Source: an optimization exercise on an open RTL-to-GDS flow (aim: small area, a short achievable clock period and few clock cycles). Production flows keep margins and buffers that such runs may drop.
In this exercise RTL edits were held to simulation tests only and were not proved equivalent to the original.
No activity file was given, so power comes from the tool's default toggle rates.

==> flow/design.v (outline; a module is shown in full before it is edited, if it fits) <==
// module milestone1: 1327 lines
module milestone1 (
		input logic clock,
		input logic Resetn,
		input logic Enable,
		output	logic [17:0] SRAM_address,
		output 	logic [15:0] SRAM_write_data,
		output	logic SRAM_we_n,
		input		logic [15:0] SRAM_read_data,
		output   logic M1_end
);
  // ...
==> flow/flow/run.sh <==
#!/bin/bash
# Standard layout, with the port buffers made from buf_2 cells instead of the
# default delay-buffer cells, and timing repair aiming at a 14.9 ns setup margin.
export BUFFER_PORTS_ARGS="-buffer_cell sky130_fd_sc_hd__buf_2"
export SETUP_SLACK_MARGIN=14.9
bash standard.sh > standard.log 2>&1
==> flow/standard.sh <==
#!/bin/bash
# synth_recipe.tcl (not shown) runs the flow's synth.tcl, then flattens the netlist and writes it again
# the make line also repeats each setting of config.mk as NAME=value (left out here)
make -C /OpenROAD-flow-scripts/flow DESIGN_CONFIG=/design/flow/config.mk WORK_HOME=/design/flow/orfs CLKGATE_MAP_FILE= SYNTH_SCRIPT=/design/flow/synth_recipe.tcl "${@:-finish}"
==> flow/config.mk <==
export PLATFORM = sky130hd
export DESIGN_NAME = milestone1
export DESIGN_NICKNAME = milestone1
export VERILOG_FILES = /design/flow/design.v
export SDC_FILE = /design/flow/constraint.sdc
export NUM_CORES = 4
export LEC_CHECK = 0
export CAP_MARGIN = 20
export CORE_MARGIN = 2
export CORE_UTILIZATION = 40
export CTS_CLUSTER_DIAMETER = 120
export CTS_CLUSTER_SIZE = 22
export SLEW_MARGIN = 20
==> flow/constraint.sdc <==
create_clock -name core_clock -period 20.0 [get_ports {clock}]
set_input_delay 4.0000 -clock core_clock [delete_from_list [all_inputs] [get_ports {clock}]]
set_output_delay 4.0000 -clock core_clock [all_outputs]
set_load 0.01 [all_outputs]
==> parameters.txt, run 1 <==
Parameter                              Value

Floorplan
  IO Pins    55
  Tapcell count    688
  Core Area    52600 um2
  Die Width    235 um
  Full die area    55100 um2

Route
  Remaining number of nets flagged by the antenna check after routing    0
  Detailed-route wire length    52000 um
  Vias after detailed routing    13800
  Detailed-router iteration count before antenna repair    5

Synthesis
  Share of the synthesized area in the top cell type    22.0%
  Cells taking the most area after synthesis    sky130_fd_sc_hd__edfxtp_1 (22%), sky130_fd_sc_hd__fa_1 (21%), sky130_fd_sc_hd__dfxtp_1 (14%), sky130_fd_sc_hd__ha_1 (9.3%), sky130_fd_sc_hd__inv_1 (6.7%)
  Xor-xnor portion of the synthesized cell area    3.58%
  Adder-cell share of the synthesized area    30.1%
  Number of different library cells in the post-synthesis netlist    87
  Cell area after synthesis    21300 um2
  Nets in the synthesized netlist    2370

Power
  Leakage Power    0.0105 uW
  Power share of the combinational group    17.2%

Critical path
  Required time of the worst setup path    16000 ps
  Logic depth of the worst setup path including buffers    1
  Worst R2R Setup Slack    15200 ps
  Critical path cell sequence    buf_6
  FF-to-FF path depth    18
  Startpoint-to-endpoint class of the critical path    flop to output port

Finish
  Dominant kind of cell    multi-input combinational cells
  Fraction of area in registers    34.2%
  Top library cells by usage in the layout, fill and taps aside    sky130_fd_sc_hd__inv_1 (378), sky130_fd_sc_hd__fa_1 (220), sky130_fd_sc_hd__ha_1 (157), sky130_fd_sc_hd__edfxtp_1 (156), sky130_fd_sc_hd__dfxtp_1 (146)
  Signed area change from the synthesized netlist to the final layout    7.66%

GRT
  Number of global-route vias before repair    14200
  Number of antenna violations at the first check in global routing    0

Status
  Outcome    finished clean

Timing
  Final-layout setup total negative slack    0 ps
  Slew margin rel.    24.1%

Clock network
  Number of setup buffers added after CTS    0
  Post_cts resized    3

Placement
  Placed wire-length estimate    41600 um
Testbench counts, summed over its fixed seeds: cycles 774,748.
==> run 2: changes to the inputs <==
--- a/flow/design.v
+++ b/flow/design.v
@@ -12,18 +12,19 @@
 );
 localparam [1:0] S_IDLE = 2'd0, S_BLK = 2'd1, S_FRM = 2'd2, S_DONE = 2'd3;
 logic [1:0] state;
 logic [2:0] pos;         
 logic [7:0] col;         
 logic [15:0] m;          
 logic [17:0] rgb_addr;
 logic first;             
-logic [7:0] up0, up1, up2, up3, up4, up5, ust;
-logic [7:0] vp0, vp1, vp2, vp3, vp4, vp5, vst;
+logic [7:0] up0, up1, up2, up3, up4, up5;
+logic [7:0] vp0, vp1, vp2, vp3, vp4, vp5;
+logic [7:0] st;
 logic [7:0] ylo;         
 logic [7:0] py;
 logic [9:0] pu, pv;
 logic lsel;              
 logic fsel, fsel2;       
 logic [7:0] b0reg;
 logic [10:0] l_ha, l_hb, g_ha, g_hb;
 logic l_lc, g_lc;
@@ -1201,56 +1202,58 @@
 	if (pos == 3'd0) pv <= fout;    
 	if (pos == 3'd1) pu <= fout;    
 	fsel <= (pos == 3'd3);
 	fsel2 <= frm && (pos == 3'd3);
 	if (pos == 3'd1) b0reg <= lc;
 	SRAM_write_data[15:8] <= (pos == 3'd0) ? lc : (pos == 3'd2) ? b0reg : gc;
 	SRAM_write_data[7:0] <= (pos == 3'd0) ? gc : lc;
 end
-logic u_sh, u_hi, u_st, u_ld, v_sh, v_hi, v_st, v_ld;
-logic nu_sh, nu_hi, nu_st, nv_sh, nv_hi, nv_st, nv_ld;
+logic u_sh, u_hi, u_lo, u_st, v_sh, v_hi, v_st, st_ld;
+logic nu_sh, nu_hi, nu_lo, nu_st, nv_sh, nv_hi, nv_st, nst_ld;
 always_comb begin
-	nu_sh = 1'b0; nu_hi = 1'b0; nu_st = 1'b0;
-	nv_sh = 1'b0; nv_hi = 1'b0; nv_st = 1'b0; nv_ld = 1'b0;
+	nu_sh = 1'b0; nu_hi = 1'b0; nu_lo = 1'b0; nu_st = 1'b0;
+	nv_sh = 1'b0; nv_hi = 1'b0; nv_st = 1'b0; nst_ld = 1'b0;
 	if (blk) begin
-		if (pos == 3'd0) begin nu_sh = 1'b1; nu_st = 1'b1; nv_sh = 1'b1; end           
-		else begin nu_sh = 1'b1; nu_hi = 1'b1; nv_sh = 1'b1; nv_st = 1'b1; end         
+		case (pos)
+			3'd0: nv_sh = 1'b1;                                                    
+			3'd1: begin nu_sh = 1'b1; nu_lo = 1'b1; nv_sh = 1'b1; nv_st = 1'b1; end    
+			default: begin nv_sh = 1'b1; nv_hi = 1'b1; nst_ld = 1'b1; end             
+		endcase
 	end else if (frm && tail) begin
 		case (pos)
 			3'd1: begin nu_sh = 1'b1; nu_hi = 1'b1; end
 			3'd2: nu_sh = 1'b1;
-			3'd3: begin nu_sh = 1'b1; nv_sh = 1'b1; nv_hi = 1'b1; nv_ld = 1'b1; end
+			3'd3: begin nu_sh = 1'b1; nv_sh = 1'b1; nv_hi = 1'b1; nst_ld = 1'b1; end
 			3'd4: begin nu_sh = 1'b1; nv_sh = 1'b1; end                                 
 			default: ;
 		endcase
 	end else if (frm) begin
-		if (col == 8'd0 && pos == 3'd0) begin nv_sh = 1'b1; nv_hi = 1'b1; nv_ld = 1'b1; end
-		if (col == 8'd0 && pos == 3'd1) begin nv_sh = 1'b1; nv_st = 1'b1; end
+		if (col == 8'd0 && pos == 3'd0) begin nu_sh = 1'b1; nu_hi = 1'b1; nst_ld = 1'b1; nv_sh = 1'b1; nv_st = 1'b1; end
 		if (pos == 3'd3) begin
 			nu_sh = 1'b1;
 			nv_sh = 1'b1;
 			if (col <= 8'd156) begin nu_hi = col[0]; nu_st = ~col[0]; end
-			if (col <= 8'd155) begin nv_hi = ~col[0]; nv_st = col[0]; nv_ld = ~col[0]; end
+			if (col <= 8'd155) begin nv_hi = ~col[0]; nv_st = col[0]; end
+			nst_ld = (col <= 8'd155);
 		end
 	end
 end
 always_ff @(posedge clock) begin
-	u_sh <= nu_sh; u_hi <= nu_hi; u_st <= nu_st; u_ld <= nu_hi;
-	v_sh <= nv_sh; v_hi <= nv_hi; v_st <= nv_st; v_ld <= nv_ld;
+	u_sh <= nu_sh; u_hi <= nu_hi; u_lo <= nu_lo; u_st <= nu_st;
+	v_sh <= nv_sh; v_hi <= nv_hi; v_st <= nv_st; st_ld <= nst_ld;
 	if (u_sh) begin
 		up0 <= up1; up1 <= up2; up2 <= up3; up3 <= up4; up4 <= up5;
-		up5 <= u_hi ? in_hi : u_st ? ust : up5;
+		up5 <= u_hi ? in_hi : u_lo ? in_lo : u_st ? st : up5;
 	end
-	if (u_ld) ust <= in_lo;
 	if (v_sh) begin
 		vp0 <= vp1; vp1 <= vp2; vp2 <= vp3; vp3 <= vp4; vp4 <= vp5;
-		vp5 <= v_hi ? in_hi : v_st ? vst : vp5;
+		vp5 <= v_hi ? in_hi : v_st ? st : vp5;
 	end
-	if (v_ld) vst <= in_lo;
+	if (st_ld) st <= in_lo;
 end
 wire [14:0] mh = m[15:1];
 logic c_v;
 logic [1:0] c_off;
 wire [17:0] c_addr = (c_v ? 18'd57600 : 18'd38400) + {3'd0, mh} + {16'd0, c_off};
 wire last = tail && (m == 16'd38400);
 logic [1:0] n_state;
 logic [2:0] n_pos;
@@ -1266,32 +1269,35 @@
 	a_wr = 1'b0;
 	a_y = 1'b0;
 	case (state)
 		S_IDLE: begin
 			n_pos = 3'd0;
 			if (Enable) n_state = S_FRM;    
 		end
 		S_BLK: begin
-			if (pos == 3'd0) begin c_v = 1'b1; c_off = 2'd1; end    
-			else begin n_state = S_FRM; n_pos = 3'd0; a_y = 1'b1; end
+			case (pos)
+				3'd0: begin c_v = 1'b1; c_off = 2'd1; end    
+				3'd1: c_off = 2'd1;                          
+				default: begin n_state = S_FRM; n_pos = 3'd0; a_y = 1'b1; end
+			endcase
 		end
 		S_FRM: begin
 			case (pos)
 				3'd0: begin n_wr = wr_ok; a_wr = 1'b1; end
 				3'd1: begin
 					c_v = tail | ~col[0];
 					c_off = tail ? 2'd0 : 2'd2;
 				end
 				3'd2: begin n_wr = wr_ok; a_wr = 1'b1; end
 				3'd3: begin n_wr = wr_ok; a_wr = 1'b1; end
 				3'd4: begin
 					n_pos = 3'd0;
 					if (last) n_state = S_DONE;
-					else if (tail) begin n_state = S_BLK; c_off = 2'd1; end    
+					else if (tail) n_state = S_BLK;    
 					else if (col != 8'd159) a_y = 1'b1;                         
 				end
 				default: ;
 			endcase
 		end
 		default: n_pos = 3'd0;
 	endcase
 end
==> flow/config.mk (replaced) <==
export PLATFORM = sky130hd
export DESIGN_NAME = milestone1
export DESIGN_NICKNAME = milestone1
export VERILOG_FILES = /design/flow/design.v
export SDC_FILE = /design/flow/constraint.sdc
export NUM_CORES = 4
export LEC_CHECK = 0
export CAP_MARGIN = 20
export CORE_MARGIN = 2
export CORE_UTILIZATION = 55
export CTS_CLUSTER_DIAMETER = 120
export CTS_CLUSTER_SIZE = 22
export SLEW_MARGIN = 20
==> run 2 against run 1 <==
Critical path depth stayed put; clock skew rose by 1.5 ps; synthesized area down 1.4%; global-route usage increased by 7.0 points; non-clock buffer count down 3; via count is 0.16% lower.
==> parameters.txt, run 2 <==
Parameter                              Value

Status
  Outcome    finished clean (unchanged)

Route
  Average vias per placed instance    5.42 (was 5.10)
  Detailed-router iteration count before antenna repair    5 (unchanged)
  Detailed-route wire length    49600 um (was 52000 um)
  Remaining number of nets flagged by the antenna check after routing    0 (unchanged)
  Routed wire length per instance    19.5 um (was 19.1 um)
  Number of design rule violations left after detail routing    0 (unchanged)
  Vias after detailed routing    13800 (about the same)
  Initial detailed-routing violation count    797 (was 830)

Placement
  Placed wire-length estimate    39500 um (was 41600 um)
  Placed cell count    2512 (was 2678)
  Port Buffer Count    54 (unchanged)
  Final estimated routing congestion in global placement    0.965 (was 0.925)

Critical path
  Required time of the worst setup path    16000 ps (about the same)
  Buffering stage count on the worst path with inverters included    1 (unchanged)
  Critical path cell sequence    buf_2 (was buf_6)
  Startpoint-to-endpoint class of the critical path    flop to output port (unchanged)
  Critical Path Slowest Stage Cell    sky130_fd_sc_hd__dfrtp_1 (unchanged)
  Setup crit start kind    flop (unchanged)
  Kind of cell with the highest combined delay on the critical path    flip-flops (unchanged)
  Worst stage delay on the critical path    380 ps (was 400 ps)
  Largest fanout of any net on the critical path    2 (unchanged)
  Category of the worst setup path capture point    output port (unchanged)
  Crit path arrival time    1070 ps (was 1090 ps)

Timing
  RSZ-0062 raised after global routing    true (unchanged)
  Final hold violation count    0 (unchanged)
  Pins Over Slew Limit    0 (unchanged)
  Share of the clock period used by the worst path after layout    25.3% (was 25.4%)
  Final-layout setup total negative slack    0 ps (unchanged)
  Tightest Pin Transition    1110 ps (was 1130 ps)
  Final critical path time including I/O delays and setup    5070 ps (was 5090 ps)
  Slew margin rel.    25.9% (was 24.1%)
  Finish-stage setup viols    0 (unchanged)
  Post-route clock skew    28.4 ps (was 26.9 ps)
  Max Clk Rate    197 MHz (about the same)

Synthesis
  Share of flip-flops with an asynchronous set or reset after synthesis    1.96% (was 1.92%)
  Most frequently used cell type in the post-synthesis netlist    sky130_fd_sc_hd__inv_1 (unchanged)
  Share of the synthesized area in the top cell type    21.2% (was 22.0%)
  Synth Warn #    1 (unchanged)
  Area leader, netlist    sky130_fd_sc_hd__edfxtp_1 (unchanged)
  Post-synth EDFFs    148 (was 156)
  Nets in the synthesized netlist    2386 (was 2370)
  Number of different library cells in the post-synthesis netlist    68 (was 87)
  Synth cell count leaders    sky130_fd_sc_hd__inv_1 (373), sky130_fd_sc_hd__fa_1 (220), sky130_fd_sc_hd__ha_1 (158) (was sky130_fd_sc_hd__inv_1 (378), sky130_fd_sc_hd__fa_1 (220), sky130_fd_sc_hd__ha_1 (158))
  Cell area after synthesis    21000 um2 (was 21300 um2)
  Flip-flop cell with the highest count after synthesis    sky130_fd_sc_hd__dfxtp_1 (was sky130_fd_sc_hd__edfxtp_1)
  Syn Area/Cell    10.6 um2 (was 10.8 um2)
  Cells taking the most area after synthesis    sky130_fd_sc_hd__edfxtp_1 (21%), sky130_fd_sc_hd__fa_1 (21%), sky130_fd_sc_hd__dfxtp_1 (14%), sky130_fd_sc_hd__ha_1 (9.4%), sky130_fd_sc_hd__inv_1 (6.7%) (was sky130_fd_sc_hd__edfxtp_1 (22%), sky130_fd_sc_hd__fa_1 (21%), sky130_fd_sc_hd__dfxtp_1 (14%), sky130_fd_sc_hd__ha_1 (9.3%), sky130_fd_sc_hd__inv_1 (6.7%))
  Fraction of the yosys area taken by sequential cells    36.4% (was 36.8%)
  Post-synthesis sequential element count    306 (was 312)
  Cell count after synthesis    1989 (was 1973)

GRT
  Global-route total usage across every layer    25.8% (was 18.8%)
  GRT met3 Usage    2.45% (was 2.19%)
  Pin count of the biggest net entering global routing    59 (was 42)
  GR met1 Demand/Resource    33.7% (was 25.7%)
  Number of antenna violations at the first check in global routing    1 (was 0)
  Busiest grt layer    met2 (unchanged)
  Number of global-route vias before repair    14200 (about the same)
  Congestion Overflow GR    0 (unchanged)
  Met2 track utilization from global routing    44.8% (was 31.8%)
  First-pass GRT wire length    77500 um (was 81500 um)

Power
  Leakage Power    0.0103 uW (was 0.0105 uW)
  Maximum VDD drop    0.0000889 V (was 0.0000556 V)
  Pwr/cell area    56.1 nW/um2 (was 58.6 nW/um2)
  Overall power of the completed layout    1260 uW (was 1340 uW)

Clock network
  TritonCTS clock tree    yes (unchanged)
  Clock-pin transition on the worst setup and hold timing paths    100 ps (about the same)
  H-tree depth reported by CTS    1 (unchanged)
  Later-pin clock latency in the skew report    540 ps (was 550 ps)
  Post-cts hold buffer count    0 (unchanged)
  TritonCTS buffer count    18 (unchanged)
  Root buffer cell    sky130_fd_sc_hd__clkbuf_16 (unchanged)
  Number of clock sinks    306 (was 312)
  CTS Buffer Depth    3 (unchanged)

Finish
  Net count of the finished layout    2421 (was 2411)
  Layout Cells excl Fill    2547 (was 2714)
  Top library cells by usage in the layout, fill and taps aside    sky130_fd_sc_hd__inv_1 (373), sky130_fd_sc_hd__fa_1 (220), sky130_fd_sc_hd__ha_1 (157), sky130_fd_sc_hd__dfxtp_1 (148), sky130_fd_sc_hd__edfxtp_1 (148) (was sky130_fd_sc_hd__inv_1 (378), sky130_fd_sc_hd__fa_1 (220), sky130_fd_sc_hd__ha_1 (157), sky130_fd_sc_hd__edfxtp_1 (156), sky130_fd_sc_hd__dfxtp_1 (146))
  Largest registers in the final layout    SRAM_address (18), rgb_addr (18) (unchanged)
  Layout cells sized above 1    8.21% (was 9.13%)
  Commonest non-fill, non-tap cell in the layout    sky130_fd_sc_hd__inv_1 (unchanged)
  Signed area change from the synthesized netlist to the final layout    6.93% (was 7.66%)

Floorplan
  Core Area    37700 um2 (was 52600 um2)
  Full die area    39800 um2 (was 55100 um2)
  Die H    199 um (was 235 um)
  Die Width    199 um (was 235 um)
  Number of rows created at floorplan    71 (was 84)
  Starting utilization of the core area    55.8% (was 40.5%)
  IO Pins    55 (unchanged)

Worst hold path
  Classification of the worst-slack hold path    flop to flop (unchanged)

Flow run
  Max-Cap Viols    0 (unchanged)
## run 2: cell count changes after synthesis, moves of 6 or more
| cell | delta |
|---|---|
| sky130_fd_sc_hd__a21o_1 | -9 |
| sky130_fd_sc_hd__a21oi_1 | -7 |
| sky130_fd_sc_hd__edfxtp_1 | -8 |
| sky130_fd_sc_hd__mux2_2 | -7 |
| sky130_fd_sc_hd__mux2i_1 | +8 |
| sky130_fd_sc_hd__nand2_1 | +15 |
| sky130_fd_sc_hd__nand3_1 | +14 |
| sky130_fd_sc_hd__nor2_1 | +12 |
| sky130_fd_sc_hd__o21ai_0 | +13 |
| sky130_fd_sc_hd__o21ai_1 | -6 |
| sky130_fd_sc_hd__o22ai_1 | +8 |
| sky130_fd_sc_hd__o311ai_0 | -6 |
## run 2: area by class of cell
cell class	instances	area, um2
Clock buffer	29	523
Inverter	373	1400
Timing Repair Buffer	66	420
Antenna cell	1	2.50
Clock inverter	2	32.5
Multi-Input combinational cell	1259	11800
Sequential cell	306	7640
Tap cell	511	639
Fill cell	3336	15200
## run 2: kinds of logic (layout without fill, tap and decap cells)
logic type	Yosys count	count (layout)	share of synthesized area (%)
buffers and inverters	424	470	7.65
xor gates and xnor gates	89	89	3.71
DFF	306	306	36.4
other	0	1	0
muxes	73	73	3.81
adders and majority gates	380	380	30.5
and+or+nand+nor	436	436	9.59
AOI/OAI and AO/OA	281	281	8.40
## run 2: final timing paths
| kind | end | cells past startpoint | start | slack, ps |
|---|---|---|---|---|
| max in group asynchronous | pos[2] | 1 | Resetn | 16550 |
| max reg2reg | f_lc | 18 | fsel | 15190 |
| min in group asynchronous | M1_end | 1 | Resetn | 3280 |
| min reg2reg | vp0[7] | 0 | vp1[7] | 450 |
| max | M1_end | 1 | M1_end | 14930 |
| min | vp0[7] | 0 | vp1[7] | 450 |
## run 2: per-layer routing
layer	wire length, um	up-vias
li1	-	6558
met1	21300	6831
met2	24300	318
met3	2010	103
met4	1990	0
met5	0	-
## run 2: per-stage QoR
| step | setup WS [ps] | hold slack, ps | utilization [%] | instance area [um2] |
|---|---|---|---|---|
| final | 14930 | 446 | 59.6 | 22500 |
| after global routing | 14870 | 463 | 59.6 | 22500 |
| after CTS | 14900 | 446 | 59.3 | 22300 |
| after detailed placement | 14860 | 429 | 57.8 | 21800 |
| after global placement | 14910 | 427 | 57.8 | 21800 |
| after floorplan | 14990 | 420 | - | 21000 |
## run 2: what timing repair did
action,CTS,global route
gates resized for setup,1,13
pin swaps,0,1
buffers inserted,0,1
cloned,0,2
setup endpoints to repair,1,7
## run 2: power by group
group | internal [uW] | switching [uW]
sequential | 674 | 11.2
combinational | 75.0 | 103
clock | 184 | 213
total | 932 | 327
Testbench counts of run 2, summed over its fixed seeds: cycles 775,708.
==> run 3: changes to the inputs <==
--- a/flow/config.mk
+++ b/flow/config.mk
@@ -7,7 +7,7 @@
 export LEC_CHECK = 0
 export CAP_MARGIN = 20
 export CORE_MARGIN = 2
-export CORE_UTILIZATION = 55
+export CORE_UTILIZATION = 40
 export CTS_CLUSTER_DIAMETER = 120
 export CTS_CLUSTER_SIZE = 22
 export SLEW_MARGIN = 20
==> run 3 against run 2 <==
Non-clock buffer count shrank 1; final area grew 0.38%; sequential power is essentially flat; critical path type unchanged; critical endpoint unchanged; largest cell class unchanged.
==> parameters.txt, run 3 <==
Parameter                              Value

Status
  Outcome    finished clean (unchanged)

Power
  Maximum VDD drop    0.0000510 V (was 0.0000889 V)
  Switching power total    320 uW (was 327 uW)
  Pwr/cell area    54.7 nW/um2 (was 56.1 nW/um2)
  Clock network power share    29.6% (was 31.5%)
  Internal power    913 uW (was 932 uW)
  Leakage Power    0.0103 uW (about the same)
  Fraction of power consumed by sequential logic    55.4% (was 54.4%)
  Switching fraction of total power    26.0% (about the same)
  Power share of the combinational group    14.9% (was 14.1%)

Finish
  Largest registers in the final layout    SRAM_address (18), rgb_addr (18) (unchanged)
  Top library cells by usage in the layout, fill and taps aside    sky130_fd_sc_hd__inv_1 (373), sky130_fd_sc_hd__fa_1 (220), sky130_fd_sc_hd__ha_1 (157), sky130_fd_sc_hd__dfxtp_1 (150), sky130_fd_sc_hd__edfxtp_1 (148) (was sky130_fd_sc_hd__inv_1 (373), sky130_fd_sc_hd__fa_1 (220), sky130_fd_sc_hd__ha_1 (157), sky130_fd_sc_hd__dfxtp_1 (148), sky130_fd_sc_hd__edfxtp_1 (148))
  Signed area change from the synthesized netlist to the final layout    7.35% (was 6.93%)
  Commonest non-fill, non-tap cell in the layout    sky130_fd_sc_hd__inv_1 (unchanged)
  Layout cells sized above 1    7.88% (was 8.21%)
  Net count of the finished layout    2419 (was 2421)
  Number of filler cells placed in the layout    4884 (was 3336)
  Inserted Diodes    0 (was 1)

Critical path
  Critical Path Slowest Stage Cell    sky130_fd_sc_hd__dfrtp_1 (unchanged)
  Startpoint-to-endpoint class of the critical path    flop to output port (unchanged)
  Buffering stage count on the worst path with inverters included    1 (unchanged)
  FF-to-FF Start    fsel (unchanged)
  Kind of cell with the highest combined delay on the critical path    flip-flops (unchanged)
  Category of the worst setup path capture point    output port (unchanged)
  Source of the critical timing path    M1_end (unchanged)
  Critical path cell sequence    buf_2 (unchanged)
  Worst stage delay on the critical path    390 ps (was 380 ps)
  Setup crit start kind    flop (unchanged)
  Required time of the worst setup path    16000 ps (about the same)
  Largest fanout of any net on the critical path    2 (unchanged)
  Crit path arrival time    1040 ps (was 1070 ps)

Timing
  Tightest Pin Transition    1030 ps (was 1110 ps)
  Post-route worst hold slack    449 ps (was 446 ps)
  Share of the clock period used by the worst path after layout    25.2% (was 25.3%)
  RSZ-0062 raised after global routing    false (was true)
  Pins Over Slew Limit    0 (unchanged)
  Finish-stage setup viols    0 (unchanged)
  Final-layout setup total negative slack    0 ps (unchanged)
  Slew margin rel.    31.0% (was 25.9%)
  Post-route clock skew    13.3 ps (was 28.4 ps)
  Final hold violation count    0 (unchanged)
  Max Clk Rate    198 MHz (was 197 MHz)
  Final critical path time including I/O delays and setup    5040 ps (was 5070 ps)

GRT
  Number of global-route vias before repair    14600 (was 14200)
  Pin count of the biggest net entering global routing    58 (was 59)
  First-pass GRT wire length    78700 um (was 77500 um)
  Global-route total usage across every layer    18.7% (was 25.8%)
  Number of antenna violations at the first check in global routing    0 (was 1)
  Congestion Overflow GR    0 (unchanged)

Synthesis
  Post-synth EDFFs    148 (unchanged)
  Cell count after synthesis    1989 (unchanged)
  Number of different library cells in the post-synthesis netlist    68 (unchanged)
  Fraction of the yosys area taken by sequential cells    36.4% (unchanged)
  Cell area after synthesis    21000 um2 (unchanged)
  Post-synthesis sequential element count    306 (unchanged)
  Share of the synthesized area in the top cell type    21.2% (unchanged)
  Syn Area/Cell    10.6 um2 (unchanged)
  Cells taking the most area after synthesis    sky130_fd_sc_hd__edfxtp_1 (21%), sky130_fd_sc_hd__fa_1 (21%), sky130_fd_sc_hd__dfxtp_1 (14%), sky130_fd_sc_hd__ha_1 (9.4%), sky130_fd_sc_hd__inv_1 (6.7%) (unchanged)
  Flip-flop cell with the highest count after synthesis    sky130_fd_sc_hd__dfxtp_1 (unchanged)
  Synth cell count leaders    sky130_fd_sc_hd__inv_1 (373), sky130_fd_sc_hd__fa_1 (220), sky130_fd_sc_hd__ha_1 (158) (unchanged)
  Nets in the synthesized netlist    2386 (unchanged)
  Share of flip-flops with an asynchronous set or reset after synthesis    1.96% (unchanged)
  Area leader, netlist    sky130_fd_sc_hd__edfxtp_1 (unchanged)
  Most frequently used cell type in the post-synthesis netlist    sky130_fd_sc_hd__inv_1 (unchanged)
  Synth Warn #    1 (unchanged)

Floorplan
  Core Area    51600 um2 (was 37700 um2)
  Die H    233 um (was 199 um)
  IO Pins    55 (unchanged)
  Full die area    54400 um2 (was 39800 um2)
  Starting utilization of the core area    40.7% (was 55.8%)
  Number of rows created at floorplan    83 (was 71)
  Die Width    233 um (was 199 um)

Clock network
  Number of clock sinks    306 (unchanged)
  Post-cts hold buffer count    0 (unchanged)
  TritonCTS buffer count    17 (was 18)
  Clock-pin transition on the worst setup and hold timing paths    90 ps (was 100 ps)
  Root buffer cell    sky130_fd_sc_hd__clkbuf_16 (unchanged)
  H-tree depth reported by CTS    1 (unchanged)
  CTS Buffer Depth    3 (unchanged)
  TritonCTS clock tree    yes (unchanged)
  Later-pin clock latency in the skew report    520 ps (was 540 ps)

Placement
  Port Buffer Count    54 (unchanged)
  Placed wire-length estimate    39600 um (was 39500 um)
  Final estimated routing congestion in global placement    0.936 (was 0.965)

Flow run
  Max-Cap Viols    0 (unchanged)

Route
  Detailed-route wire length    49100 um (was 49600 um)
  Initial detailed-routing violation count    932 (was 797)
  Vias after detailed routing    13800 (about the same)
  Number of design rule violations left after detail routing    0 (unchanged)
  Detailed-router iteration count before antenna repair    5 (unchanged)
  Routed wire length per instance    18.1 um (was 19.5 um)
  Remaining number of nets flagged by the antenna check after routing    0 (unchanged)
  Average vias per placed instance    5.08 (was 5.42)

Worst hold path
  Classification of the worst-slack hold path    flop to flop (unchanged)
  Min-delay src    vp1[3] (was vp1[7])
-- run 3: cell counts after synthesis --
Identical to the previous run, type by type.
-- run 3: kinds of logic (layout without fill, tap and decap cells) --
logic type | count (synthesis) | count (layout) | synth area share (%)
DFF | 306 | 306 | 36.4
adders and majority gates | 380 | 380 | 30.5
and+or+nand+nor | 436 | 436 | 9.59
muxes | 73 | 73 | 3.81
AOI/OAI and AO/OA | 281 | 281 | 8.40
buffers and inverters | 424 | 466 | 7.65
xor gates and xnor gates | 89 | 89 | 3.71
-- run 3: final timing paths --
path                               end  slack [ps]  depth (start not counted)
max in group asynchronous       pos[1]       16580                          1
worst min register to register  vp0[3]         450                          0
worst min-delay path            vp0[3]         450                          0
worst max register to register    f_lc       15160                         18
worst max-delay path            M1_end       14960                          1
min in group asynchronous       pos[0]        3280                          1
-- run 3: final cells by class --
type / instances / area (um2) / area share (%)
timing repair buffer: 65 / 378 / 1.68
clock inverter: 1 / 8.76 / 0.0388
multi-input combinational: 1259 / 11800 / 52.3
sequential: 306 / 7640 / 33.9
inverter: 373 / 1400 / 6.21
clock buffer: 27 / 473 / 2.10
tap: 680 / 851 / 3.77
-- run 3: power by group through the flow --
stage | clock network [uW] | logic [uW] | registers (uW)
floorplan | 0 | 136 | 694
global placement | 0 | 181 | 698
detailed placement | 0 | 182 | 698
CTS | 377 | 183 | 683
global route | 402 | 207 | 686
finish | 365 | 184 | 683
-- run 3: what timing repair did --
action,CTS,global route
endpoints found under the hold margin,0,0
setup endpoints to repair,0,6
gates resized for setup,0,12
buffers inserted,0,1
-- run 3: per-layer routing --
layer  part of all wire [%]  vias up  global-route usage, %  routed length [um]
met5                      0        -                      0                   0
met4                    2.3        0                   4.88                1140
met3                    5.2       64                   2.71                2550
met2                     47      319                   30.9               23200
met1                     45     6831                   25.7               22200
li1                       -     6557                      -                   -
-- run 3: metrics by stage --
step	std cells	setup WS [ps]	util [%]	power (uW)	instance area [um2]
global placement	2682	14950	42.6	879	22000
floorplan	1989	14990	-	830	21000
detailed placement	2682	14900	42.6	880	22000
global route	2711	14910	43.7	1290	22500
CTS	2710	14900	43.6	1240	22500
finish	2711	14960	43.7	1230	22500
==> run 4: changes to the inputs <==
==> flow/flow/run.sh (replaced) <==
#!/bin/bash
# Standard layout, with the port buffers made from buf_2 cells instead of the
# default delay-buffer cells, and timing repair aiming at a 15.15 ns setup margin.
export BUFFER_PORTS_ARGS="-buffer_cell sky130_fd_sc_hd__buf_2"
export SETUP_SLACK_MARGIN=15.15
bash standard.sh > standard.log 2>&1
==> run 4 against run 3 <==
Register-to-register slack better by 60 ps; setup slack got worse by 56 ps; critical path depth is the same; sequential share of layout area fell by 0.32 points; synthesized area did not move; count of clock-buffer cells in the layout up 1; fmax shrank 1.1%; core utilization up 0.62 points; final area grew 1.4%; global-route usage shrank 0.20 points; via count up 0.98%; critical path type unchanged.
==> parameters.txt, run 4 <==
Parameter                              Value

Route
  Detailed-router iteration count before antenna repair    7 (was 5)
  Number of design rule violations left after detail routing    0 (unchanged)
  Initial detailed-routing violation count    970 (was 932)
  Detailed-route wire length    49300 um (was 49100 um)
  Routed wire length per instance    18.1 um (about the same)
  Remaining number of nets flagged by the antenna check after routing    0 (unchanged)
  Vias after detailed routing    13900 (was 13800)
  Average vias per placed instance    5.11 (was 5.08)

Timing
  Tightest Pin Transition    1070 ps (was 1030 ps)
  Setup ws final    14900 ps (was 14960 ps)
  Finish-stage setup viols    0 (unchanged)
  Final critical path time including I/O delays and setup    5100 ps (was 5040 ps)
  Final hold violation count    0 (unchanged)
  Share of the clock period used by the worst path after layout    25.5% (was 25.2%)
  RSZ-0062 raised after global routing    true (was false)
  Slew margin rel.    28.6% (was 31.0%)
  Pins Over Slew Limit    0 (unchanged)
  Final-layout setup total negative slack    0 ps (unchanged)
  Max Clk Rate    196 MHz (was 198 MHz)
  Post-route clock skew    37.0 ps (was 13.3 ps)

Clock network
  Later-pin clock latency in the skew report    540 ps (was 520 ps)
  Root buffer cell    sky130_fd_sc_hd__clkbuf_16 (unchanged)
  Clock-pin transition on the worst setup and hold timing paths    90 ps (about the same)
  CTS Buffer Depth    3 (unchanged)
  TritonCTS buffer count    18 (was 17)
  Number of clock sinks    306 (unchanged)
  TritonCTS clock tree    yes (unchanged)
  H-tree depth reported by CTS    1 (unchanged)
  Post-cts hold buffer count    0 (unchanged)

Floorplan
  Die Width    233 um (unchanged)
  IO Pins    55 (unchanged)
  Full die area    54400 um2 (unchanged)
  Die H    233 um (unchanged)
  Core Area    51600 um2 (unchanged)
  Starting utilization of the core area    40.7% (unchanged)
  Number of rows created at floorplan    83 (unchanged)

Placement
  Worst-case setup slack after placement    14930 ps (was 14900 ps)
  Final estimated routing congestion in global placement    0.928 (was 0.936)
  Placed wire-length estimate    39200 um (was 39600 um)
  Placed cell count    2680 (was 2682)
  Port Buffer Count    54 (unchanged)

Synthesis
  Flip-flop cell with the highest count after synthesis    sky130_fd_sc_hd__dfxtp_1 (unchanged)
  Cells taking the most area after synthesis    sky130_fd_sc_hd__edfxtp_1 (21%), sky130_fd_sc_hd__fa_1 (21%), sky130_fd_sc_hd__dfxtp_1 (14%), sky130_fd_sc_hd__ha_1 (9.4%), sky130_fd_sc_hd__inv_1 (6.7%) (unchanged)
  Post-synthesis sequential element count    306 (unchanged)
  Cell area after synthesis    21000 um2 (unchanged)
  Share of flip-flops with an asynchronous set or reset after synthesis    1.96% (unchanged)
  Syn Area/Cell    10.6 um2 (unchanged)
  Nets in the synthesized netlist    2386 (unchanged)
  Synth cell count leaders    sky130_fd_sc_hd__inv_1 (373), sky130_fd_sc_hd__fa_1 (220), sky130_fd_sc_hd__ha_1 (158) (unchanged)
  Number of different library cells in the post-synthesis netlist    68 (unchanged)
  Synth Warn #    1 (unchanged)
  Area leader, netlist    sky130_fd_sc_hd__edfxtp_1 (unchanged)
  Post-synth EDFFs    148 (unchanged)
  Fraction of the yosys area taken by sequential cells    36.4% (unchanged)
  Cell count after synthesis    1989 (unchanged)
  Share of the synthesized area in the top cell type    21.2% (unchanged)
  Most frequently used cell type in the post-synthesis netlist    sky130_fd_sc_hd__inv_1 (unchanged)

Finish
  Layout cells sized above 1    9.66% (was 7.88%)
  Inserted Diodes    0 (unchanged)
  Net count of the finished layout    2425 (was 2419)
  Layout Cells excl Fill    2719 (was 2711)
  Signed area change from the synthesized netlist to the final layout    8.86% (was 7.35%)
  Top library cells by usage in the layout, fill and taps aside    sky130_fd_sc_hd__inv_1 (372), sky130_fd_sc_hd__fa_1 (220), sky130_fd_sc_hd__ha_1 (157), sky130_fd_sc_hd__edfxtp_1 (148), sky130_fd_sc_hd__nand2_1 (146) (was sky130_fd_sc_hd__inv_1 (373), sky130_fd_sc_hd__fa_1 (220), sky130_fd_sc_hd__ha_1 (157), sky130_fd_sc_hd__dfxtp_1 (150), sky130_fd_sc_hd__edfxtp_1 (148))
  Largest registers in the final layout    SRAM_address (18), rgb_addr (18) (unchanged)
  Commonest non-fill, non-tap cell in the layout    sky130_fd_sc_hd__inv_1 (unchanged)

Critical path
  Crit path arrival time    1100 ps (was 1040 ps)
  Setup crit start kind    flop (unchanged)
  Required time of the worst setup path    16000 ps (about the same)
  Largest fanout of any net on the critical path    2 (unchanged)
  Buffering stage count on the worst path with inverters included    1 (unchanged)
  Kind of cell with the highest combined delay on the critical path    flip-flops (unchanged)
  Startpoint-to-endpoint class of the critical path    flop to output port (unchanged)
  Category of the worst setup path capture point    output port (unchanged)
  Worst stage delay on the critical path    410 ps (was 390 ps)
  Critical path cell sequence    buf_2 (unchanged)
  Critical Path Slowest Stage Cell    sky130_fd_sc_hd__dfrtp_1 (unchanged)

GRT
  Congestion Overflow GR    0 (unchanged)
  Global-route total usage across every layer    18.5% (was 18.7%)
  Pin count of the biggest net entering global routing    59 (was 58)
  First-pass GRT wire length    78100 um (was 78700 um)
  Number of global-route vias before repair    14300 (was 14600)
  Number of antenna violations at the first check in global routing    0 (unchanged)

Power
  Internal power    922 uW (was 913 uW)
  Fraction of power consumed by sequential logic    54.4% (was 55.4%)
  Clock network power share    30.9% (was 29.6%)
  Power share of the combinational group    14.6% (was 14.9%)
  Maximum VDD drop    0.0000655 V (was 0.0000510 V)
  Switching fraction of total power    26.4% (was 26.0%)
  Overall power of the completed layout    1250 uW (was 1230 uW)
  Switching power total    331 uW (was 320 uW)
  Pwr/cell area    54.8 nW/um2 (was 54.7 nW/um2)
  Leakage Power    0.0104 uW (was 0.0103 uW)

Flow run
  Max-Cap Viols    0 (unchanged)

Status
  Outcome    finished clean (unchanged)

Worst hold path
  Classification of the worst-slack hold path    flop to flop (unchanged)
## run 4: final timing paths
kind,from,endpoint,slack [ps],cells past startpoint
max in group asynchronous,Resetn,pos[2],16550,1
setup reg to reg,fsel,f_lc,15220,18
hold / removal,up4[7],up3[7],440,0
min in group asynchronous,Resetn,state[0],3280,1
setup / recovery,M1_end,M1_end,14900,1
hold reg to reg,up4[7],up3[7],440,0
## run 4: final cells by class
cell class	instances	area, um2
fill	4906	28800
multi-input combinational	1259	11800
sequential	306	7670
inverter	373	1400
tap	680	851
timing repair buffer	69	574
clock buffer	28	488
clock inverter	3	43.8
timing repair inverter	1	5.00
## run 4: routing by layer
layer  vias up  global-route usage, %  routed length [um]
met1      6983                   25.4               22200
met5         -                      0                   0
met2       295                   31.5               23800
li1       6573                      -                   -
met3        55                   2.22                2490
met4         0                   3.48                 910
## run 4: stage by stage
stage	cell area, um2	hold WS, ps	util [%]
finish	22900	442	44.3
global placement	22000	427	42.6
detailed placement	22000	427	42.6
floorplan	21000	420	-
global route	22900	455	44.3
CTS	22700	448	43.9
## run 4: repair_timing
action,4_1_cts,5_1_grt
cloned,0,3
gates resized for setup,37,32
setup endpoints to repair,42,46
buffers inserted,0,5
pin swaps,0,6
## run 4: cells by family (layout without fill, tap and decap cells)
kind of cell	count (synthesis)	after routing	share of synthesized area (%)
xor+xnor	89	89	3.71
buf+inv	424	474	7.65
mux	73	73	3.81
flops	306	306	36.4
compound gates	281	281	8.40
fa+ha+maj	380	380	30.5
simple gates	436	436	9.59
## run 4: power by group through the flow
| stage | logic (uW) | registers (uW) | clock network, uW |
|---|---|---|---|
| 6_report | 184 | 682 | 387 |
| 4_1_cts | 181 | 683 | 402 |
| 3_5_place_dp | 180 | 698 | 0 |
| 2_1_floorplan | 136 | 694 | 0 |
| 3_3_place_gp | 177 | 697 | 0 |
| 5_1_grt | 206 | 685 | 422 |

port drivers added, routing unchanged:
The results above use ideal ports. As a check the final layouts listed here were re-extracted and re-timed, cells and wires unchanged.
Step 1 assumes that a clkbuf_16 drives the clock port and a buf_2 every other input.
Step 2, shift: input delay + t, output delay - t, t = (earliest + latest rising clock arrival at the registers) / 2. This alone moves slack from input paths to output paths.
Slacks: ideal / step 1 / step 2; pairs: ideal / step 1.
run | t (ns) | setup slack, ns | hold WS [ns] | latest minus earliest clock arrival (ns) | worst slew at a driven data input, ns
run 1 | 0.605 | 14.913 / 14.851 / 15.092 | 0.451 / 0.451 / 0.451 | 0.033 / 0.033 | 0.09
run 2 | 0.583 | 14.933 / 14.879 / 14.843 | 0.446 / 0.446 / 0.446 | 0.032 / 0.032 | 0.09
run 3 | 0.572 | 14.958 / 14.901 / 14.897 | 0.449 / 0.449 / 0.449 | 0.018 / 0.018 | 0.04
run 4 | 0.581 | 14.902 / 14.847 / 14.955 | 0.442 / 0.442 / 0.442 | 0.040 / 0.040 | 0.04
After both steps setup and hold are still met in every run listed. The setup slack of run 2, which loses most, moves by -0.054 ns with the drivers and by -0.090 ns with both steps.
